This design comes from an exercise in tuning for small area on the open sky130 flow, not from production work. Only simulation tests tie the RTL to the original design; equivalence was not proved.

File: flow/flow/run.sh
#!/bin/bash
# Layout flow: the standard flow (standard.sh), except that synthesis maps the logic
# with an area-oriented ABC script (flow/abc_map.script: strash; dch; map -a) in place of
# ORFS's delay-oriented abc_speed.script.  Everything else, registers included, is the
# standard synthesis and layout.
set -euo pipefail
W=$(pwd)
rm -rf "$W/scripts_area"
cp -r "$FLOW_HOME/scripts" "$W/scripts_area"
cp "$W/flow/abc_map.script" "$W/scripts_area/abc_speed.script"
bash standard.sh SCRIPTS_DIR="$W/scripts_area" synth > "$W/synth.log" 2>&1
bash standard.sh BUFFER_PORTS_ARGS="-buffer_cell sky130_fd_sc_hd__buf_1" > "$W/layout.log" 2>&1
File: flow/flow/abc_map.script
strash
dch
map -a
topo
File: flow/standard.sh
#!/bin/bash
# synth_recipe.tcl (not shown) runs the flow's synth.tcl, then flattens the netlist and writes it again
# the make line also repeats each setting of config.mk as NAME=value (left out here)
make -C /OpenROAD-flow-scripts/flow DESIGN_CONFIG=/design/flow/config.mk WORK_HOME=/design/flow/orfs CLKGATE_MAP_FILE= SYNTH_SCRIPT=/design/flow/synth_recipe.tcl "${@:-finish}"
File: flow/config.mk
export PLATFORM = sky130hd
export DESIGN_NAME = disp
export DESIGN_NICKNAME = disp
export VERILOG_FILES = /design/flow/design.v
export SDC_FILE = /design/flow/constraint.sdc
export NUM_CORES = 4
export LEC_CHECK = 0
export ABC_AREA = 0
export CAP_MARGIN = 20
export CORE_MARGIN = 2
export CORE_UTILIZATION = 40
export CTS_BUF_LIST = sky130_fd_sc_hd__clkbuf_4
export SLEW_MARGIN = 20
export SYNTH_HIERARCHICAL = 1
export SYNTH_MINIMUM_KEEP_SIZE = 0
File: flow/constraint.sdc
create_clock -name core_clock -period 250.0 [get_ports {clk}]
set_input_delay 50.0000 -clock core_clock [delete_from_list [all_inputs] [get_ports {clk}]]
set_output_delay 50.0000 -clock core_clock [all_outputs]
set_load 0.01 [all_outputs]
File: flow/design.v
module clk_divider(
    input clk,
    input rst,
    output reg [1:0] sel,
    output [3:0] digit_sel
    );
    localparam [9:0] POL = 10'h2d5;
    localparam [9:0] W = 10'h387;
    localparam [9:0] R = 10'h27c;
    reg [9:0] p;
    wire [9:0] l = p ^ POL;
    wire wrap = (l == W);
    wire [9:0] ln = {l[8:0], l[9] ^ l[2]} ^ {2'b00, wrap, 7'b0000000};
    always @(posedge clk) begin
        if (rst) begin
            p <= R ^ POL;
            sel <= 2'd0;
        end else begin
            p <= ln ^ POL;
            if (wrap) sel <= {sel[0], ~sel[1]};
        end
    end
    assign digit_sel = {sel == 2'b10, sel == 2'b11, sel == 2'b01, sel == 2'b00};
endmodule
module seg_decoder(input [3:0] digit_sel, input [2:0] gu, input bu, input [2:0] gt, input bt,
                   input [2:0] gh, input bh, input [3:0] th, output [7:0] seg);
  wire [3:0] tc, x;
  tconv u_tc(.t(th), .c(tc));
  omux m0(.e(digit_sel), .a(bu), .b(bt), .c(bh), .d(tc[0]), .x(x[0]));
  omux m1(.e(digit_sel), .a(gu[0]), .b(gt[0]), .c(gh[0]), .d(tc[1]), .x(x[1]));
  omux m2(.e(digit_sel), .a(gu[1]), .b(gt[1]), .c(gh[1]), .d(tc[2]), .x(x[2]));
  omux m3(.e(digit_sel), .a(gu[2]), .b(gt[2]), .c(gh[2]), .d(tc[3]), .x(x[3]));
  sdec u_dec(.x(x), .seg(seg[6:0]));
  assign seg[7] = 1'b0;
endmodule
module omux(input [3:0] e, input a, input b, input c, input d, output x);
  assign x = (e[0] & a) | (e[1] & b) | (e[2] & c) | (e[3] & d);
endmodule
module tconv(input [3:0] t, output [3:0] c);
  wire n1;
  wire n2;
  wire n3;
  assign n1 = ~t[3];
  assign n2 = ~(t[1] | t[2]);
  assign c[0] = (n1 | n2) & t[0];
  assign c[1] = ~((t[1] & t[2]) | t[3]);
  assign n3 = ~t[1];
  assign c[2] = ~(n3 & n1 & t[2]);
  assign c[3] = ~(t[3] | n3);
endmodule
module sdec(input [3:0] x, output [6:0] seg);
  wire n1;
  wire n2;
  wire n3;
  wire n4;
  wire n5;
  wire n6;
  wire n7;
  wire n8;
  wire n9;
  wire n10;
  wire n11;
  assign n1 = ~(x[1] | x[3]);
  assign n2 = ~x[1];
  assign n3 = ~x[3];
  assign n4 = ~(n2 | n3);
  assign n5 = ~(n1 | n4);
  assign n6 = ~((x[0] | x[1]) & x[2]);
  assign n7 = ~n6;
  assign seg[0] = ~(n5 & n7);
  assign n8 = ~x[0];
  assign n9 = ~x[2];
  assign n10 = ~(n8 | n2 | n9);
  assign seg[1] = ~((x[0] & x[3]) | n4 | n10);
  assign seg[2] = ~(x[0] | n9);
  assign n11 = ~((x[0] & x[1]) | x[2]);
  assign seg[3] = ~((n5 & x[0] & x[2]) | n11);
  assign seg[4] = ~(n4 & n8);
  assign seg[5] = ~((x[0] | x[3]) & n6);
  assign seg[6] = ~((n11 | n10) & n3);
endmodule
module disp(
        input [31:0] val,
        input clk,
        input rst,
        output [3:0] digit_sel,
        output [7:0] seg
  );
  wire [1:0] s;
  wire [7:0] sm;
  wire [2:0] gu, gt, gh;
  wire bt, bh;
  wire [3:0] th;
  clk_divider refresh(.clk(clk), .rst(rst), .sel(s), .digit_sel(digit_sel));
  sumtree u_sum(.y(val[31:7]), .S(sm));
  dabble u_dab(.S(sm), .v(val[6:1]), .gu(gu), .gt(gt), .bt(bt), .gh(gh), .bh(bh), .th(th));
  seg_decoder p1(.digit_sel(digit_sel), .gu(gu), .bu(val[0]), .gt(gt), .bt(bt), .gh(gh), .bh(bh), .th(th), .seg(seg));
endmodule
module sumtree(input [24:0] y, output [7:0] S);
  wire t1, t2;
  fadd at1(.a(y[0]), .b(y[7]), .c(y[13]), .s(t1), .co(t2));
  wire t3, t4;
  fadd at3(.a(y[14]), .b(y[18]), .c(y[21]), .s(t3), .co(t4));
  wire t5, t6;
  fadd at5(.a(y[24]), .b(t1), .c(t3), .s(t5), .co(t6));
  wire t7, t8;
  fadd at7(.a(y[1]), .b(y[7]), .c(y[8]), .s(t7), .co(t8));
  wire t9, t10;
  fadd at9(.a(y[13]), .b(y[15]), .c(y[18]), .s(t9), .co(t10));
  wire t11, t12;
  fadd at11(.a(y[19]), .b(y[21]), .c(y[22]), .s(t11), .co(t12));
  wire t13, t14;
  fadd at13(.a(y[24]), .b(t2), .c(t4), .s(t13), .co(t14));
  wire t15, t16;
  fadd at15(.a(t6), .b(t7), .c(t9), .s(t15), .co(t16));
  wire t17, t18;
  fadd at17(.a(t11), .b(t13), .c(t15), .s(t17), .co(t18));
  wire t19, t20;
  fadd at19(.a(y[2]), .b(y[8]), .c(y[9]), .s(t19), .co(t20));
  wire t21, t22;
  fadd at21(.a(y[16]), .b(y[19]), .c(y[20]), .s(t21), .co(t22));
  wire t23, t24;
  fadd at23(.a(y[22]), .b(y[23]), .c(t8), .s(t23), .co(t24));
  wire t25, t26;
  fadd at25(.a(t10), .b(t12), .c(t14), .s(t25), .co(t26));
  wire t27, t28;
  fadd at27(.a(t16), .b(t18), .c(t19), .s(t27), .co(t28));
  wire t29, t30;
  fadd at29(.a(t21), .b(t23), .c(t25), .s(t29), .co(t30));
  wire t31, t32;
  fadd at31(.a(y[3]), .b(y[9]), .c(y[10]), .s(t31), .co(t32));
  wire t33, t34;
  fadd at33(.a(y[14]), .b(y[17]), .c(y[20]), .s(t33), .co(t34));
  wire t35, t36;
  fadd at35(.a(y[21]), .b(y[23]), .c(y[24]), .s(t35), .co(t36));
  wire t37, t38;
  fadd at37(.a(t20), .b(t22), .c(t24), .s(t37), .co(t38));
  wire t39, t40;
  fadd at39(.a(t26), .b(t28), .c(t30), .s(t39), .co(t40));
  wire t41, t42;
  fadd at41(.a(t31), .b(t33), .c(t35), .s(t41), .co(t42));
  wire t43, t44;
  fadd at43(.a(t37), .b(t39), .c(t41), .s(t43), .co(t44));
  wire t45, t46;
  fadd at45(.a(y[4]), .b(y[10]), .c(y[11]), .s(t45), .co(t46));
  wire t47, t48;
  fadd at47(.a(y[15]), .b(y[18]), .c(y[21]), .s(t47), .co(t48));
  wire t49, t50;
  fadd at49(.a(y[22]), .b(y[24]), .c(t32), .s(t49), .co(t50));
  wire t51, t52;
  fadd at51(.a(t34), .b(t36), .c(t38), .s(t51), .co(t52));
  wire t53, t54;
  fadd at53(.a(t40), .b(t42), .c(t44), .s(t53), .co(t54));
  wire t55, t56;
  fadd at55(.a(t45), .b(t47), .c(t49), .s(t55), .co(t56));
  wire t57, t58;
  fadd at57(.a(t51), .b(t53), .c(t55), .s(t57), .co(t58));
  wire t59, t60;
  fadd at59(.a(y[5]), .b(y[11]), .c(y[12]), .s(t59), .co(t60));
  wire t61, t62;
  fadd at61(.a(y[16]), .b(y[19]), .c(y[22]), .s(t61), .co(t62));
  wire t63, t64;
  fadd at63(.a(y[23]), .b(t46), .c(t48), .s(t63), .co(t64));
  wire t65, t66;
  fadd at65(.a(t50), .b(t52), .c(t54), .s(t65), .co(t66));
  wire t67, t68;
  fadd at67(.a(t56), .b(t58), .c(t59), .s(t67), .co(t68));
  wire t69, t70;
  fadd at69(.a(t61), .b(t63), .c(t65), .s(t69), .co(t70));
  wire t71, t72;
  fadd at71(.a(y[6]), .b(y[12]), .c(y[13]), .s(t71), .co(t72));
  wire t73, t74;
  fadd at73(.a(y[17]), .b(y[20]), .c(y[23]), .s(t73), .co(t74));
  wire t75, t76;
  fadd at75(.a(y[24]), .b(t60), .c(t62), .s(t75), .co(t76));
  wire t77, t78;
  fadd at77(.a(t64), .b(t66), .c(t68), .s(t77), .co(t78));
  wire t79, t80;
  fadd at79(.a(t70), .b(t71), .c(t73), .s(t79), .co(t80));
  wire t81, t82;
  fadd at81(.a(t75), .b(t77), .c(t79), .s(t81), .co(t82));
  wire t83, t84;
  fadd at83(.a(t5), .b(t72), .c(t74), .s(t83), .co(t84));
  wire t85, t86;
  fadd at85(.a(t76), .b(t78), .c(t80), .s(t85), .co(t86));
  wire t87, t88;
  fadd at87(.a(t82), .b(t83), .c(t85), .s(t87), .co(t88));
  wire t89, t90;
  fadd at89(.a(t17), .b(t72), .c(t74), .s(t89), .co(t90));
  wire t91, t92;
  fadd at91(.a(t76), .b(t78), .c(t80), .s(t91), .co(t92));
  wire t93, t94;
  fadd at93(.a(t82), .b(t84), .c(t86), .s(t93), .co(t94));
  wire t95, t96;
  fadd at95(.a(t88), .b(t89), .c(t91), .s(t95), .co(t96));
  wire t97, t98;
  fadd at97(.a(t27), .b(t29), .c(t90), .s(t97), .co(t98));
  wire t99, t100;
  fadd at99(.a(t92), .b(t94), .c(t96), .s(t99), .co(t100));
  wire t101, t102;
  fadd at101(.a(t43), .b(t98), .c(t100), .s(t101), .co(t102));
  wire t103, t104;
  hadd at103(.a(t93), .b(t95), .s(t103), .co(t104));
  wire t105, t106;
  fadd at105(.a(t97), .b(t99), .c(t104), .s(t105), .co(t106));
  wire t107, t108;
  hadd at107(.a(t101), .b(t106), .s(t107), .co(t108));
  wire t109, t110;
  fadd at109(.a(t57), .b(t102), .c(t108), .s(t109), .co(t110));
  wire t111, t112;
  fadd at111(.a(t67), .b(t69), .c(t110), .s(t111), .co(t112));
  wire t113, t114;
  hadd at113(.a(t81), .b(t112), .s(t113), .co(t114));
  assign S = {t114, t113, t111, t109, t107, t105, t103, t87};
endmodule
module dabble(input [7:0] S, input [6:1] v, output [2:0] gu, output [2:0] gt, output bt, output [2:0] gh, output bh, output [3:0] th);
  wire d1;
  assign d1 = ~(S[6] & S[7]);
  wire d2;
  wire d2_1;
  assign d2_1 = ~(S[6] & S[7]);
  assign d2 = ~(d2_1 & S[7]);
  wire d3;
  wire d3_1;
  assign d3_1 = ~(S[5] | d2);
  assign d3 = ~((d1 & d2) | d3_1);
  wire d4;
  wire d4_1;
  assign d4_1 = ~(S[5] | d2);
  assign d4 = ~((S[5] & d1 & S[6]) | d4_1);
  wire d5;
  wire d5_1;
  assign d5_1 = ~(S[5] & d1 & d2);
  assign d5 = ~((S[5] | d1) & S[6] & d5_1);
  wire d6;
  wire d6_1;
  assign d6_1 = ~(S[5] & d1 & d2);
  assign d6 = ~((S[5] | d1) & d6_1);
  wire d7;
  wire [2:0] d8;
  dstep u8(.b(S[4]), .g({d6, d5, d4}), .q(d7), .gn(d8));
  wire d9;
  wire [2:0] d10;
  dstep u10(.b(S[3]), .g({d8[2], d8[1], d8[0]}), .q(d9), .gn(d10));
  wire d11;
  wire [2:0] d12;
  dstep u12(.b(S[2]), .g({d10[2], d10[1], d10[0]}), .q(d11), .gn(d12));
  wire d13;
  wire [2:0] d14;
  dstep u14(.b(S[1]), .g({d12[2], d12[1], d12[0]}), .q(d13), .gn(d14));
  wire d15;
  wire [2:0] d16;
  dstep u16(.b(S[0]), .g({d14[2], d14[1], d14[0]}), .q(d15), .gn(d16));
  wire d17;
  wire [2:0] d18;
  dstep u18(.b(v[6]), .g({d16[2], d16[1], d16[0]}), .q(d17), .gn(d18));
  wire d19;
  wire [2:0] d20;
  dstep u20(.b(v[5]), .g({d18[2], d18[1], d18[0]}), .q(d19), .gn(d20));
  wire d21;
  wire [2:0] d22;
  dstep u22(.b(v[4]), .g({d20[2], d20[1], d20[0]}), .q(d21), .gn(d22));
  wire d23;
  wire [2:0] d24;
  dstep u24(.b(v[3]), .g({d22[2], d22[1], d22[0]}), .q(d23), .gn(d24));
  wire d25;
  wire [2:0] d26;
  dstep u26(.b(v[2]), .g({d24[2], d24[1], d24[0]}), .q(d25), .gn(d26));
  wire d27;
  wire [2:0] d28;
  dstep u28(.b(v[1]), .g({d26[2], d26[1], d26[0]}), .q(d27), .gn(d28));
  wire d29;
  assign d29 = ~(d7 & d3);
  wire d30;
  wire d30_1;
  assign d30_1 = ~(d7 & d3);
  assign d30 = ~(d30_1 & d3);
  wire d31;
  wire d31_1;
  assign d31_1 = ~(d9 | d30);
  assign d31 = ~((d29 & d30) | d31_1);
  wire d32;
  wire d32_1;
  assign d32_1 = ~(d9 | d30);
  assign d32 = ~((d9 & d29 & d7) | d32_1);
  wire d33;
  wire d33_1;
  assign d33_1 = ~(d9 & d29 & d30);
  assign d33 = ~((d9 | d29) & d7 & d33_1);
  wire d34;
  wire d34_1;
  assign d34_1 = ~(d9 & d29 & d30);
  assign d34 = ~((d9 | d29) & d34_1);
  wire d35;
  wire [2:0] d36;
  dstep u36(.b(d11), .g({d34, d33, d32}), .q(d35), .gn(d36));
  wire d37;
  wire [2:0] d38;
  dstep u38(.b(d13), .g({d36[2], d36[1], d36[0]}), .q(d37), .gn(d38));
  wire d39;
  wire [2:0] d40;
  dstep u40(.b(d15), .g({d38[2], d38[1], d38[0]}), .q(d39), .gn(d40));
  wire d41;
  wire [2:0] d42;
  dstep u42(.b(d17), .g({d40[2], d40[1], d40[0]}), .q(d41), .gn(d42));
  wire d43;
  wire [2:0] d44;
  dstep u44(.b(d19), .g({d42[2], d42[1], d42[0]}), .q(d43), .gn(d44));
  wire d45;
  wire [2:0] d46;
  dstep u46(.b(d21), .g({d44[2], d44[1], d44[0]}), .q(d45), .gn(d46));
  wire d47;
  wire [2:0] d48;
  dstep u48(.b(d23), .g({d46[2], d46[1], d46[0]}), .q(d47), .gn(d48));
  wire d49;
  wire [2:0] d50;
  dstep u50(.b(d25), .g({d48[2], d48[1], d48[0]}), .q(d49), .gn(d50));
  wire d51;
  assign d51 = ~(d35 & d31);
  wire d52;
  wire d52_1;
  assign d52_1 = ~(d35 & d31);
  assign d52 = ~(d52_1 & d31);
  wire d53;
  wire d53_1;
  assign d53_1 = ~(d37 | d52);
  assign d53 = ~((d51 & d52) | d53_1);
  wire d54;
  wire d54_1;
  assign d54_1 = ~(d37 | d52);
  assign d54 = ~((d37 & d51 & d35) | d54_1);
  wire d55;
  wire d55_1;
  assign d55_1 = ~(d37 & d51 & d52);
  assign d55 = ~((d37 | d51) & d35 & d55_1);
  wire d56;
  wire d56_1;
  assign d56_1 = ~(d37 & d51 & d52);
  assign d56 = ~((d37 | d51) & d56_1);
  wire d57;
  wire [2:0] d58;
  dstep u58(.b(d39), .g({d56, d55, d54}), .q(d57), .gn(d58));
  wire d59;
  wire [2:0] d60;
  dstep u60(.b(d41), .g({d58[2], d58[1], d58[0]}), .q(d59), .gn(d60));
  wire d61;
  wire [2:0] d62;
  dstep u62(.b(d43), .g({d60[2], d60[1], d60[0]}), .q(d61), .gn(d62));
  wire d63;
  wire [2:0] d64;
  dstep u64(.b(d45), .g({d62[2], d62[1], d62[0]}), .q(d63), .gn(d64));
  wire d65;
  wire [2:0] d66;
  dstep u66(.b(d47), .g({d64[2], d64[1], d64[0]}), .q(d65), .gn(d66));
  assign gu = {d28[2], d28[1], d28[0]};
  assign gt = {d50[2], d50[1], d50[0]};
  assign gh = {d66[2], d66[1], d66[0]};
  assign bt = d27;
  assign bh = d49;
  assign th = {d59, d61, d63, d65};
endmodule
module dstep(input b, input [2:0] g, output q, output [2:0] gn);
  wire n1;
  wire n2;
  wire n3;
  assign n1 = ~(b | g[1]);
  assign q = ~((g[0] & g[1]) | n1);
  assign n2 = ~((b | g[1]) & (g[0] | g[2]));
  assign gn[0] = ~((b & g[0] & g[2]) | n2);
  assign n3 = ~(b & g[0] & g[1]);
  assign gn[1] = ~((b | g[0]) & g[2] & n3);
  assign gn[2] = ~((b | g[0]) & n3);
endmodule
module fadd(input a, input b, input c, output s, output co);
  assign s = a ^ b ^ c;
  assign co = (a & (b | c)) | (b & c);
endmodule
module hadd(input a, input b, output s, output co);
  assign s = a ^ b;
  assign co = a & b;
endmodule
==> run_results.csv, run 1 <==
group,metric,value,unit
clock_tree,cts_tree,"built",
place,dp_slack,134100,ps
worst_setup_path,crit_arrival,65860,ps
worst_setup_path,path_max_fanout,6,
floorplan,boundaryPins,46,
sta,worst_clock_skew,8.91,ps
clock_tree,cts-root-buf,"clkbuf_4",
global_route,grt_pass1_vias,2258,
route,drt_wl_total,5.50,mm
sta,slew_viol_final,0,
layout,drive_above_1_share,0.0212,
sta,tns,0,ps
worst_hold_path,hold_end,"refresh.p[5]",
route,via_per_inst,5.36,
sta,fin_hold_ws,392,ps
floorplan,start_util,0.415,
worst_setup_path,r2r_slack,248670,ps
clock_tree,holdBufCountCts,0,
sta,rsz0062_at_grt,"no",
worst_setup_path,reg2reg_from,"refresh.p[0]",
clock_tree,clk_path_buf_depth,2,
worst_setup_path,slowest_delay,500,ps
synthesis,syn_area,2840,µm²
floorplan,die_h,88.2,µm
status,status,"no timing/DRC/antenna violations",
sta,period_share,0.463,
layout,final-instance-count-excl-fill,473,
sta,maxClockFrequency,0.00863,GHz
clock_tree,cts.clk_slew.worst_paths,80,ps
global_route,antenna_found_initial,0,
place,dp_hpwl,4.95,mm
global_route,grt_max_degree,9,
route,drtPass1Iterations,4,
floorplan,dieWidth,88.2,µm
job,drv_cap,0,
clock_tree,clock-sinks,12,
route,ant_nets,0,
synthesis,yosysWarnings,7,
worst_setup_path,end_kind,"primary output",
worst_setup_path,required,200000,ps
synthesis,syn_inst,342,
clock_tree,htree_levels,1,
synthesis,syn_avg_cell_area,8.29,µm²
global_route,grt_overflow,0,
layout,diodes,0,
global_route,grt_pass1_wl,9.60,mm
clock_tree,cts_setup_buffers,0,
clock_tree,post_cts_resized,0,
floorplan,core,6830,µm²
floorplan,num_rows,30,
route,drc,0,
route,wl_per_cell,11.6,µm
place,finalWeightedCongestion,0.805,
place,dp_cells,469,
route,drt_iter0_drc,107,
worst_setup_path,path_class,"primary input to primary output",
worst_hold_path,holdPathStages,1,
route,vias,2535,
sta,min_period,115860,ps
sta,setup_violations,0,
worst_hold_path,hold_class,"register to register",
layout,final_nets,471,
floorplan,dieArea,7780,µm²
worst_setup_path,r2r_cells,6,
place,portBuffers,44,
sta,hold_viol,0,
worst_setup_path,crit_top_cell,"fa_1",
sta,worst_slack,134140,ps
worst_setup_path,start_kind,"primary input",
clock_tree,clkLatencyLatePin,280,ps
synthesis,synth_nets,435,
worst_hold_path,worstHoldStart,"refresh.p[4]",
worst_setup_path,slowest_stage,"fa_1",
worst_setup_path,worstReg2RegEnd,"refresh.sel[0]",
global_route,grt_usage,0.152,
layout,syn_to_final_growth,7.54,%
clock_tree,numCtsBuffers,3,
==> sequential cells by signal, summed over array words and instances (netlist names) <==
signal,cells
refresh.p,10
refresh.sel,2
==> worst max-delay path: cells and delay by family <==
kind                       cells  cell delay [ps]
buffers and inverters          3              490
AOI/OAI and AO/OA             25             6110
and+or+nand+nor                3              490
adders and majority gates     21             8760
==> per-stage QoR <==
step,cell area (µm²),util
floorplan,2840,-
global placement,3020,0.443
detailed placement,3020,0.443
CTS,3050,0.447
global route,3050,0.447
finish,3050,0.447
==> worst max-delay path by stage <==
stage	startpoint	endpoint	slack, ps	cells past startpoint
CTS	val[28]	seg[6]	134110	52
floorplan	val[7]	seg[6]	135640	51
global placement	val[28]	seg[6]	134550	52
global route	val[28]	seg[6]	132850	52
detailed placement	val[28]	seg[6]	134100	52
finish	val[28]	seg[6]	134140	52
==> layout make-up <==
| type | instances | area, µm² |
|---|---|---|
| fill | 730 | 3780 |
| sequential | 12 | 240 |
| tap | 96 | 120 |
| clock buffer | 3 | 22.5 |
| clock inverter | 1 | 3.75 |
| timing repair buffer | 44 | 165 |
| inverter | 15 | 56.3 |
| multi-input combinational | 302 | 2440 |
==> layout by cell type, fill, tap and decap left out <==
master / n
a211oi_1: 1
a21oi_1: 34
a22oi_1: 8
a31o_2: 1
a31oi_1: 25
and2_2: 1
buf_1: 44
clkbuf_4: 3
clkinv_1: 16
conb_1: 1
dfxtp_1: 12
fa_1: 54
ha_1: 5
nand2_1: 14
nand3_1: 28
nor2_1: 45
nor3_1: 1
nor4_1: 1
o211ai_1: 24
o21ai_0: 31
o21bai_1: 1
o22ai_1: 24
or2_2: 3
==> metal layers <==
layer	routed length, µm	up-vias	global-route usage	share of wire
li1	-	1357	-	-
met4	0	0	0.0124	0
met1	2800	1143	0.220	0.51
met3	159	0	0.0140	0.029
met2	2550	35	0.259	0.46
met5	0	-	0	0
==> run 2, diff against run 1 <==
--- a/flow/design.v
+++ b/flow/design.v
@@ -100,116 +100,100 @@
   wire t1, t2;
-  fadd at1(.a(y[0]), .b(y[7]), .c(y[13]), .s(t1), .co(t2));
+  fadd at1(.a(y[0]), .b(y[7]), .c(y[14]), .s(t1), .co(t2));
   wire t3, t4;
-  fadd at3(.a(y[14]), .b(y[18]), .c(y[21]), .s(t3), .co(t4));
+  fadd at3(.a(y[1]), .b(y[7]), .c(y[8]), .s(t3), .co(t4));
   wire t5, t6;
-  fadd at5(.a(y[24]), .b(t1), .c(t3), .s(t5), .co(t6));
+  fadd at5(.a(y[15]), .b(t2), .c(t3), .s(t5), .co(t6));
   wire t7, t8;
-  fadd at7(.a(y[1]), .b(y[7]), .c(y[8]), .s(t7), .co(t8));
+  fadd at7(.a(y[2]), .b(y[8]), .c(y[9]), .s(t7), .co(t8));
   wire t9, t10;
-  fadd at9(.a(y[13]), .b(y[15]), .c(y[18]), .s(t9), .co(t10));
+  fadd at9(.a(y[16]), .b(t4), .c(t6), .s(t9), .co(t10));
   wire t11, t12;
-  fadd at11(.a(y[19]), .b(y[21]), .c(y[22]), .s(t11), .co(t12));
+  fadd at11(.a(y[3]), .b(y[9]), .c(y[10]), .s(t11), .co(t12));
   wire t13, t14;
-  fadd at13(.a(y[24]), .b(t2), .c(t4), .s(t13), .co(t14));
+  fadd at13(.a(y[14]), .b(y[17]), .c(t8), .s(t13), .co(t14));
   wire t15, t16;
-  fadd at15(.a(t6), .b(t7), .c(t9), .s(t15), .co(t16));
+  fadd at15(.a(t10), .b(t11), .c(t13), .s(t15), .co(t16));
   wire t17, t18;
-  fadd at17(.a(t11), .b(t13), .c(t15), .s(t17), .co(t18));
+  fadd at17(.a(y[4]), .b(y[10]), .c(y[11]), .s(t17), .co(t18));
   wire t19, t20;
-  fadd at19(.a(y[2]), .b(y[8]), .c(y[9]), .s(t19), .co(t20));
+  fadd at19(.a(y[15]), .b(y[18]), .c(t12), .s(t19), .co(t20));
   wire t21, t22;
-  fadd at21(.a(y[16]), .b(y[19]), .c(y[20]), .s(t21), .co(t22));
+  fadd at21(.a(t14), .b(t16), .c(t17), .s(t21), .co(t22));
   wire t23, t24;
-  fadd at23(.a(y[22]), .b(y[23]), .c(t8), .s(t23), .co(t24));
+  fadd at23(.a(y[5]), .b(y[11]), .c(y[12]), .s(t23), .co(t24));
   wire t25, t26;
-  fadd at25(.a(t10), .b(t12), .c(t14), .s(t25), .co(t26));
+  fadd at25(.a(y[16]), .b(y[19]), .c(y[23]), .s(t25), .co(t26));
   wire t27, t28;
-  fadd at27(.a(t16), .b(t18), .c(t19), .s(t27), .co(t28));
+  fadd at27(.a(t18), .b(t20), .c(t22), .s(t27), .co(t28));
   wire t29, t30;
-  fadd at29(.a(t21), .b(t23), .c(t25), .s(t29), .co(t30));
+  fadd at29(.a(t23), .b(t25), .c(t27), .s(t29), .co(t30));
   wire t31, t32;
-  fadd at31(.a(y[3]), .b(y[9]), .c(y[10]), .s(t31), .co(t32));
+  fadd at31(.a(y[6]), .b(y[12]), .c(y[13]), .s(t31), .co(t32));
   wire t33, t34;
-  fadd at33(.a(y[14]), .b(y[17]), .c(y[20]), .s(t33), .co(t34));
+  fadd at33(.a(y[17]), .b(y[20]), .c(y[23]), .s(t33), .co(t34));
   wire t35, t36;
-  fadd at35(.a(y[21]), .b(y[23]), .c(y[24]), .s(t35), .co(t36));
+  fadd at35(.a(y[24]), .b(t24), .c(t26), .s(t35), .co(t36));
   wire t37, t38;
-  fadd at37(.a(t20), .b(t22), .c(t24), .s(t37), .co(t38));
+  fadd at37(.a(t28), .b(t30), .c(t31), .s(t37), .co(t38));
   wire t39, t40;
-  fadd at39(.a(t26), .b(t28), .c(t30), .s(t39), .co(t40));
+  fadd at39(.a(t33), .b(t35), .c(t37), .s(t39), .co(t40));
   wire t41, t42;
-  fadd at41(.a(t31), .b(t33), .c(t35), .s(t41), .co(t42));
+  fadd at41(.a(y[13]), .b(y[18]), .c(y[21]), .s(t41), .co(t42));
   wire t43, t44;
-  fadd at43(.a(t37), .b(t39), .c(t41), .s(t43), .co(t44));
+  fadd at43(.a(y[24]), .b(t32), .c(t34), .s(t43), .co(t44));
   wire t45, t46;
-  fadd at45(.a(y[4]), .b(y[10]), .c(y[11]), .s(t45), .co(t46));
+  fadd at45(.a(t36), .b(t38), .c(t40), .s(t45), .co(t46));
   wire t47, t48;
-  fadd at47(.a(y[15]), .b(y[18]), .c(y[21]), .s(t47), .co(t48));
+  fadd at47(.a(t41), .b(t43), .c(t45), .s(t47), .co(t48));
   wire t49, t50;
-  fadd at49(.a(y[22]), .b(y[24]), .c(t32), .s(t49), .co(t50));
+  fadd at49(.a(y[19]), .b(y[22]), .c(t42), .s(t49), .co(t50));
   wire t51, t52;
-  fadd at51(.a(t34), .b(t36), .c(t38), .s(t51), .co(t52));
+  fadd at51(.a(t44), .b(t46), .c(t48), .s(t51), .co(t52));
   wire t53, t54;
-  fadd at53(.a(t40), .b(t42), .c(t44), .s(t53), .co(t54));
+  fadd at53(.a(y[20]), .b(y[23]), .c(t50), .s(t53), .co(t54));
   wire t55, t56;
-  fadd at55(.a(t45), .b(t47), .c(t49), .s(t55), .co(t56));
+  fadd at55(.a(y[21]), .b(y[24]), .c(t54), .s(t55), .co(t56));
   wire t57, t58;
-  fadd at57(.a(t51), .b(t53), .c(t55), .s(t57), .co(t58));
+  fadd at57(.a(t5), .b(t47), .c(t49), .s(t57), .co(t58));
   wire t59, t60;
-  fadd at59(.a(y[5]), .b(y[11]), .c(y[12]), .s(t59), .co(t60));
+  fadd at59(.a(t7), .b(t9), .c(t49), .s(t59), .co(t60));
   wire t61, t62;
-  fadd at61(.a(y[16]), .b(y[19]), .c(y[22]), .s(t61), .co(t62));
+  fadd at61(.a(t51), .b(t52), .c(t53), .s(t61), .co(t62));
   wire t63, t64;
-  fadd at63(.a(y[23]), .b(t46), .c(t48), .s(t63), .co(t64));
+  fadd at63(.a(t58), .b(t59), .c(t61), .s(t63), .co(t64));
   wire t65, t66;
-  fadd at65(.a(t50), .b(t52), .c(t54), .s(t65), .co(t66));
+  fadd at65(.a(t15), .b(t52), .c(t53), .s(t65), .co(t66));
   wire t67, t68;
-  fadd at67(.a(t56), .b(t58), .c(t59), .s(t67), .co(t68));
+  fadd at67(.a(t55), .b(t60), .c(t62), .s(t67), .co(t68));
   wire t69, t70;
-  fadd at69(.a(t61), .b(t63), .c(t65), .s(t69), .co(t70));
+  fadd at69(.a(t64), .b(t65), .c(t67), .s(t69), .co(t70));
   wire t71, t72;
-  fadd at71(.a(y[6]), .b(y[12]), .c(y[13]), .s(t71), .co(t72));
+  fadd at71(.a(t19), .b(t21), .c(t55), .s(t71), .co(t72));
   wire t73, t74;
-  fadd at73(.a(y[17]), .b(y[20]), .c(y[23]), .s(t73), .co(t74));
+  fadd at73(.a(y[22]), .b(t56), .c(t66), .s(t73), .co(t74));
   wire t75, t76;
-  fadd at75(.a(y[24]), .b(t60), .c(t62), .s(t75), .co(t76));
+  fadd at75(.a(t68), .b(t70), .c(t71), .s(t75), .co(t76));
   wire t77, t78;
-  fadd at77(.a(t64), .b(t66), .c(t68), .s(t77), .co(t78));
+  fadd at77(.a(t29), .b(y[22]), .c(t56), .s(t77), .co(t78));
   wire t79, t80;
-  fadd at79(.a(t70), .b(t71), .c(t73), .s(t79), .co(t80));
+  fadd at79(.a(t72), .b(t74), .c(t76), .s(t79), .co(t80));
   wire t81, t82;
-  fadd at81(.a(t75), .b(t77), .c(t79), .s(t81), .co(t82));
+  fadd at81(.a(t39), .b(t78), .c(t80), .s(t81), .co(t82));
   wire t83, t84;
-  fadd at83(.a(t5), .b(t72), .c(t74), .s(t83), .co(t84));
+  fadd at83(.a(t1), .b(t47), .c(t82), .s(t83), .co(t84));
   wire t85, t86;
-  fadd at85(.a(t76), .b(t78), .c(t80), .s(t85), .co(t86));
+  fadd at85(.a(t51), .b(t57), .c(t82), .s(t85), .co(t86));
   wire t87, t88;
-  fadd at87(.a(t82), .b(t83), .c(t85), .s(t87), .co(t88));
+  hadd at87(.a(t84), .b(t85), .s(t87), .co(t88));
   wire t89, t90;
-  fadd at89(.a(t17), .b(t72), .c(t74), .s(t89), .co(t90));
+  fadd at89(.a(t63), .b(t86), .c(t88), .s(t89), .co(t90));
   wire t91, t92;
-  fadd at91(.a(t76), .b(t78), .c(t80), .s(t91), .co(t92));
+  hadd at91(.a(t69), .b(t90), .s(t91), .co(t92));
   wire t93, t94;
-  fadd at93(.a(t82), .b(t84), .c(t86), .s(t93), .co(t94));
+  fadd at93(.a(t73), .b(t75), .c(t92), .s(t93), .co(t94));
   wire t95, t96;
-  fadd at95(.a(t88), .b(t89), .c(t91), .s(t95), .co(t96));
+  fadd at95(.a(t77), .b(t79), .c(t94), .s(t95), .co(t96));
   wire t97, t98;
-  fadd at97(.a(t27), .b(t29), .c(t90), .s(t97), .co(t98));
-  wire t99, t100;
-  fadd at99(.a(t92), .b(t94), .c(t96), .s(t99), .co(t100));
-  wire t101, t102;
-  fadd at101(.a(t43), .b(t98), .c(t100), .s(t101), .co(t102));
-  wire t103, t104;
-  hadd at103(.a(t93), .b(t95), .s(t103), .co(t104));
-  wire t105, t106;
-  fadd at105(.a(t97), .b(t99), .c(t104), .s(t105), .co(t106));
-  wire t107, t108;
-  hadd at107(.a(t101), .b(t106), .s(t107), .co(t108));
-  wire t109, t110;
-  fadd at109(.a(t57), .b(t102), .c(t108), .s(t109), .co(t110));
-  wire t111, t112;
-  fadd at111(.a(t67), .b(t69), .c(t110), .s(t111), .co(t112));
-  wire t113, t114;
-  hadd at113(.a(t81), .b(t112), .s(t113), .co(t114));
-  assign S = {t114, t113, t111, t109, t107, t105, t103, t87};
+  hadd at97(.a(t81), .b(t96), .s(t97), .co(t98));
+  assign S = {t98, t97, t95, t93, t91, t89, t87, t83};
 endmodule
--- a/flow/config.mk
+++ b/flow/config.mk
@@ -11,3 +11,5 @@
 export CORE_UTILIZATION = 40
-export CTS_BUF_LIST = sky130_fd_sc_hd__clkbuf_4
+export CTS_BUF_LIST = sky130_fd_sc_hd__clkbuf_2 sky130_fd_sc_hd__clkbuf_4
+export CTS_CLUSTER_DIAMETER = 200
+export CTS_CLUSTER_SIZE = 30
 export SLEW_MARGIN = 20
==> run_results.csv, run 2 <==
group,metric,value,unit
status,status,"no timing/DRC/antenna violations",
worst_setup_path,end_kind,"primary output",
global_route,grt_pass1_vias,2304,
worst_setup_path,slowest_stage,"fa_1",
clock_tree,holdBufCountCts,0,
clock_tree,clock-sinks,12,
route,ant_nets,0,
sta,fin_hold_ws,388,ps
worst_setup_path,path_class,"primary input to primary output",
place,portBuffers,44,
global_route,grt_pass1_wl,9.54,mm
floorplan,die_h,85.8,µm
layout,postLayoutCoreUtil,0.446,
layout,multi_input_area,2280,µm²
clock_tree,post_cts_resized,0,
sta,hold_viol,0,
sta,period_share,0.470,
synthesis,syn_area,2680,µm²
worst_setup_path,start_kind,"primary input",
layout,final_nets,455,
global_route,grt_max_degree,9,
floorplan,num_rows,29,
layout,drive_above_1_share,0.0217,
sta,maxClockFrequency,0.00852,GHz
layout,largest_reg_flops,10,
layout,register_area,240,µm²
layout,final_cell_mix,"46 x fa_1, 45 x nor2_1, 44 x buf_1, 34 x a21oi_1, 31 x o21ai_0",
floorplan,boundaryPins,46,
floorplan,dieArea,7360,µm²
synthesis,yosysWarnings,7,
sta,setup_violations,0,
clock_tree,cts_tree,"built",
clock_tree,clk_path_buf_depth,2,
synthesis,synth_nets,419,
worst_setup_path,required,200000,ps
route,drtPass1Iterations,16,
floorplan,dieWidth,85.8,µm
route,drc,0,
sta,tns,0,ps
floorplan,core,6420,µm²
clock_tree,cts.clk_slew.worst_paths,60,ps
global_route,grt_usage,0.153,
job,drv_cap,0,
worst_hold_path,hold_class,"register to register",
place,finalWeightedCongestion,0.817,
worst_setup_path,crit_top_cell,"fa_1",
route,via_per_inst,5.54,
route,vias,2473,
sta,worst_clock_skew,6.87,ps
sta,rsz0062_at_grt,"no",
sta,min_period,117420,ps
synthesis,syn_inst,334,
route,drt_wl_total,5.16,mm
sta,slew_viol_final,0,
clock_tree,htree_levels,1,
clock_tree,numCtsBuffers,3,
worst_setup_path,slowest_delay,540,ps
worst_setup_path,crit_arrival,67420,ps
layout,syn_to_final_growth,7.11,%
synthesis,syn_avg_cell_area,8.01,µm²
worst_setup_path,path_max_fanout,6,
floorplan,start_util,0.417,
layout,diodes,0,
clock_tree,clkLatencyLatePin,270,ps
layout,reg_top3,"refresh.p: 10 flops, refresh.sel: 2 flops",
route,wl_per_cell,11.6,µm
global_route,antenna_found_initial,0,
place,dp_hpwl,4.69,mm
clock_tree,cts-root-buf,"clkbuf_4",
layout,final_common_cell,"fa_1",
layout,regMostFlops,"refresh.p",
clock_tree,cts_setup_buffers,0,
route,drt_iter0_drc,83,
layout,fill_cells,679,
global_route,grt_overflow,0,
-- run 2: through the flow --
step	instance area, µm²	cells	setup WS, ps
6_report	2870	446	132580
5_1_grt	2870	446	131170
4_1_cts	2870	446	132580
3_5_place_dp	2840	442	132640
3_3_place_gp	2840	442	132960
2_1_floorplan	2680	334	134040
-- run 2: final cells by class --
| type | count | area share |
|---|---|---|
| multi-input combinational | 294 | 0.796 |
| timing repair buffer | 44 | 0.0576 |
| tap | 77 | 0.0336 |
| inverter | 15 | 0.0196 |
| sequential | 12 | 0.0838 |
| clock buffer | 3 | 0.00786 |
| clock inverter | 1 | 0.00131 |
-- run 2: critical path: cells and delay by family --
family | cells | cell delay, ps
AND/OR/NAND/NOR | 3 | 480
buffers and inverters | 3 | 380
AO/OA/AOI/OAI | 25 | 6090
adder cells (fa/ha/maj) | 26 | 10440
-- run 2: worst paths after layout --
path / from / endpoint / slack [ps] / depth (start not counted)
max: val[15] / seg[6] / 132580 / 57
min: refresh.p[4] / refresh.p[5] / 390 / 1
max reg2reg: refresh.p[0] / refresh.sel[0] / 248690 / 6
min reg2reg: refresh.p[4] / refresh.p[5] / 390 / 1
-- run 2: per-layer routing --
layer	up-vias	track usage	wire length (µm)
met4	0	0.00866	0
met1	1125	0.228	2760
met5	-	0	0
met3	0	0.0144	66
li1	1327	-	-
met2	21	0.255	2340
==> run 3, diff against run 2 <==
--- a/flow/config.mk
+++ b/flow/config.mk
@@ -11,3 +11,3 @@
 export CORE_UTILIZATION = 40
-export CTS_BUF_LIST = sky130_fd_sc_hd__clkbuf_2 sky130_fd_sc_hd__clkbuf_4
+export CTS_BUF_LIST = sky130_fd_sc_hd__clkbuf_4
 export CTS_CLUSTER_DIAMETER = 200
==> run_results.csv, run 3 <==
group,metric,value,unit
synthesis,yosysWarnings,7,
global_route,grt_pass1_wl,9.54,mm
global_route,grt_usage,0.153,
clock_tree,htree_levels,1,
clock_tree,clkLatencyLatePin,270,ps
synthesis,syn_area,2680,µm²
floorplan,num_rows,29,
place,dp_cells,442,
route,wl_per_cell,11.6,µm
worst_setup_path,path_max_fanout,6,
clock_tree,cts-root-buf,"clkbuf_4",
sta,slew_viol_final,0,
floorplan,dieArea,7360,µm²
floorplan,dieWidth,85.8,µm
sta,worst_slack,132580,ps
sta,min_period,117420,ps
clock_tree,post_cts_resized,0,
route,via_per_inst,5.54,
sta,rsz0062_at_grt,"no",
route,drc,0,
floorplan,die_h,85.8,µm
clock_tree,holdBufCountCts,0,
clock_tree,cts_setup_buffers,0,
layout,drive_above_1_share,0.0217,
layout,diodes,0,
global_route,grt_max_degree,9,
clock_tree,cts.clk_slew.worst_paths,60,ps
worst_hold_path,holdPathStages,1,
layout,final_common_cell,"fa_1",
worst_setup_path,crit_arrival,67420,ps
worst_setup_path,required,200000,ps
worst_setup_path,path_class,"primary input to primary output",
global_route,grt_pass1_vias,2304,
layout,regMostFlops,"refresh.p",
layout,reg_top3,"refresh.p: 10 flops, refresh.sel: 2 flops",
layout,syn_to_final_growth,7.11,%
global_route,antenna_found_initial,0,
worst_setup_path,r2r_cells,6,
global_route,grt_overflow,0,
floorplan,core,6420,µm²
synthesis,syn_inst,334,
clock_tree,clock-sinks,12,
synthesis,synth_nets,419,
layout,largest_reg_flops,10,
route,drt_wl_total,5.16,mm
worst_setup_path,slowest_delay,540,ps
clock_tree,clk_path_buf_depth,2,
sta,period_share,0.470,
place,finalWeightedCongestion,0.817,
floorplan,start_util,0.417,
route,vias,2473,
sta,worst_clock_skew,6.87,ps
job,drv_cap,0,
place,dp_hpwl,4.69,mm
status,status,"no timing/DRC/antenna violations",
layout,final_cell_mix,"46 x fa_1, 45 x nor2_1, 44 x buf_1, 34 x a21oi_1, 31 x o21ai_0",
layout,final-instance-count-excl-fill,446,
worst_setup_path,end_kind,"primary output",
synthesis,syn_avg_cell_area,8.01,µm²
route,drtPass1Iterations,16,
clock_tree,numCtsBuffers,3,
worst_setup_path,slowest_stage,"fa_1",
sta,hold_viol,0,
sta,tns,0,ps
place,dp_slack,132640,ps
layout,final_nets,455,
worst_setup_path,crit_top_cell,"fa_1",
route,drt_iter0_drc,83,
clock_tree,cts_tree,"built",
sta,maxClockFrequency,0.00852,GHz
worst_hold_path,hold_class,"register to register",
sta,fin_hold_ws,388,ps
floorplan,boundaryPins,46,
place,portBuffers,44,
sta,setup_violations,0,
route,ant_nets,0,
worst_setup_path,start_kind,"primary input",
run 3: cell counts in the layout (fill, tap and decap cells not counted):
Identical to the previous run, type by type.
run 3: worst max-delay path: cells and delay by family:
family,cells,cell delay (ps)
compound gates,25,6090
fa+ha+maj,26,10440
buf+inv,3,380
simple gates,3,480
run 3: worst paths after layout:
path           startpoint             end  slack [ps]
max               val[15]          seg[6]      132580
min          refresh.p[4]    refresh.p[5]         390
max reg2reg  refresh.p[0]  refresh.sel[0]      248690
min reg2reg  refresh.p[4]    refresh.p[5]         390
run 3: layout make-up:
| type | instances | area [µm²] |
|---|---|---|
| fillers | 679 | 3560 |
| multi-input cells | 294 | 2280 |
| flip-flops and latches | 12 | 240 |
| repair buffers | 44 | 165 |
| well taps | 77 | 96.3 |
| inverters | 15 | 56.3 |
| clock buffers | 3 | 22.5 |
| clock inverters | 1 | 3.75 |
run 3: stage by stage:
| stage | util | area, µm² |
|---|---|---|
| 2_1_floorplan | - | 2680 |
| 3_3_place_gp | 0.442 | 2840 |
| 3_5_place_dp | 0.442 | 2840 |
| 4_1_cts | 0.446 | 2870 |
| 5_1_grt | 0.446 | 2870 |
| 6_report | 0.446 | 2870 |
run 3: layer usage:
| metal | part of all wire | up-vias | track usage |
|---|---|---|---|
| met5 | 0 | - | 0 |
| met4 | 0 | 0 | 0.00866 |
| met3 | 0.013 | 0 | 0.0144 |
| met2 | 0.45 | 21 | 0.255 |
| met1 | 0.53 | 1125 | 0.228 |
| li1 | - | 1327 | - |
==> run 4, diff against run 3 <==
--- a/flow/config.mk
+++ b/flow/config.mk
@@ -12,4 +12,2 @@
 export CTS_BUF_LIST = sky130_fd_sc_hd__clkbuf_4
-export CTS_CLUSTER_DIAMETER = 200
-export CTS_CLUSTER_SIZE = 30
 export SLEW_MARGIN = 20
==> run_results.csv, run 4 <==
group,metric,value,unit
sta,rsz0062_at_grt,"no",
worst_setup_path,slowest_stage,"fa_1",
global_route,grt_max_degree,9,
global_route,grt.met3_usage,0.0144,
clock_tree,cts_tree,"built",
sta,slew_viol_final,0,
floorplan,boundaryPins,46,
global_route,grtUsageMet2,0.255,
worst_setup_path,reg2reg_from,"refresh.p[0]",
worst_hold_path,worstHoldStart,"refresh.p[4]",
synthesis,syn_avg_cell_area,8.01,µm²
worst_hold_path,hold_class,"register to register",
place,portBuffers,44,
sta,worst_clock_skew,6.87,ps
layout,fill_cells,679,
clock_tree,clock-sinks,12,
worst_hold_path,holdPathStages,1,
job,drv_cap,0,
route,drt_wl_total,5.16,mm
global_route,top_usage_layer,"met2",
floorplan,dieWidth,85.8,µm
layout,largest_reg_flops,10,
sta,setup_violations,0,
clock_tree,htree_levels,1,
layout,final_cell_mix,"46 x fa_1, 45 x nor2_1, 44 x buf_1, 34 x a21oi_1, 31 x o21ai_0",
layout,drive_above_1_share,0.0217,
synthesis,syn_area,2680,µm²
layout,regMostFlops,"refresh.p",
route,via_per_inst,5.54,
global_route,grt_pass1_wl,9.54,mm
clock_tree,cts.clk_slew.worst_paths,60,ps
layout,final_nets,455,
layout,register_area,240,µm²
worst_setup_path,worstReg2RegEnd,"refresh.sel[0]",
worst_setup_path,r2r_slack,248690,ps
worst_hold_path,hold_end,"refresh.p[5]",
synthesis,syn_inst,334,
sta,hold_viol,0,
layout,syn_to_final_growth,7.11,%
layout,reg_top3,"refresh.p: 10 flops, refresh.sel: 2 flops",
global_route,grt_usage,0.153,
clock_tree,numCtsBuffers,3,
global_route,grtUsageMet1,0.228,
clock_tree,post_cts_resized,0,
layout,final_common_cell,"fa_1",
worst_setup_path,slowest_delay,540,ps
worst_setup_path,crit_arrival,67420,ps
sta,tns,0,ps
sta,maxClockFrequency,0.00852,GHz
route,drt_iter0_drc,83,
worst_setup_path,end_kind,"primary output",
route,vias,2473,
route,wl_per_cell,11.6,µm
status,status,"no timing/DRC/antenna violations",
floorplan,start_util,0.417,
clock_tree,clk_path_buf_depth,2,
place,dp_hpwl,4.69,mm
sta,period_share,0.470,
worst_setup_path,crit_top_cell,"fa_1",
clock_tree,holdBufCountCts,0,
route,ant_nets,0,
layout,multi_input_area,2280,µm²
worst_setup_path,path_class,"primary input to primary output",
route,drtPass1Iterations,16,
floorplan,core,6420,µm²
sta,min_period,117420,ps
clock_tree,cts_setup_buffers,0,
place,finalWeightedCongestion,0.817,
floorplan,die_h,85.8,µm
layout,postLayoutCoreUtil,0.446,
global_route,antenna_found_initial,0,
global_route,grt_overflow,0,
worst_setup_path,r2r_cells,6,
floorplan,num_rows,29,
worst_setup_path,required,200000,ps
worst_setup_path,path_max_fanout,6,
synthesis,yosysWarnings,7,
layout,diodes,0,
worst_setup_path,start_kind,"primary input",
route,drc,0,
clock_tree,clkLatencyLatePin,270,ps
floorplan,dieArea,7360,µm²
synthesis,synth_nets,419,
clock_tree,cts-root-buf,"clkbuf_4",
global_route,grt_pass1_vias,2304,
-- run 4: cell type report --
class,count,share of cell area
inverters,15,0.0196
clock inverters,1,0.00131
clock buffers,3,0.00786
repair buffers,44,0.0576
multi-input cells,294,0.796
well taps,77,0.0336
flip-flops and latches,12,0.0838
-- run 4: how the worst max path moves through the flow --
stage,startpoint,to,depth (start not counted)
finish,val[15],seg[6],57
CTS,val[15],seg[6],57
global placement,val[14],seg[6],57
floorplan,val[8],seg[6],56
detailed placement,val[15],seg[6],57
global route,val[15],seg[6],57
-- run 4: per-stage QoR --
stage                     setup WS [ps]  instance area, µm²  instances  hold slack [ps]
after floorplan                  134040                2680        334              367
after detailed placement         132640                2840        442              378
after global routing             131170                2870        446              398
after global placement           132960                2840        442              377
after CTS                        132580                2870        446              394
final                            132580                2870        446              388
-- run 4: worst max-delay path: cells and delay by family --
kind | cells | cell delay (ps)
and+or+nand+nor | 3 | 480
adders and majority gates | 26 | 10440
AOI/OAI and AO/OA | 25 | 6090
buffers and inverters | 3 | 380
-- run 4: per-layer routing --
layer	wire length, µm	vias to the layer above	part of all wire
met5	0	-	0
met4	0	0	0
met3	66	0	0.013
met2	2340	21	0.45
met1	2760	1125	0.53
li1	-	1327	-

==> what the ideal ports hide <==
In the flow no input, the clock included, has a driving cell. The finished layouts below were timed again as built, in two steps.
Step 1 sets driving cells, clkbuf_16 on the clock port and buf_2 on the other inputs (assumed; they add their load-dependent delay and slew).
Step 2, shift: input delay + t, output delay - t, t = (earliest + latest rising clock arrival at the registers) / 2. This alone moves slack from input paths to output paths.
Three values: no drivers, after step 1, after step 2; two values: the first two.
run	t (ns)	slack for setup (ns)	worst setup path after step 2	clock arrival spread, ns	worst register clock-pin slew, ns
run 1	0.293	134.136 / 134.115 / 134.115	input to output	0.009 / 0.009	0.08 / 0.08
run 2	0.281	132.579 / 132.558 / 132.558	input to output	0.007 / 0.007	0.07 / 0.07
run 3	0.281	132.579 / 132.558 / 132.558	input to output	0.007 / 0.007	0.07 / 0.07
run 4	0.281	132.579 / 132.558 / 132.558	input to output	0.007 / 0.007	0.07 / 0.07
After both steps setup and hold are still met in every run listed.
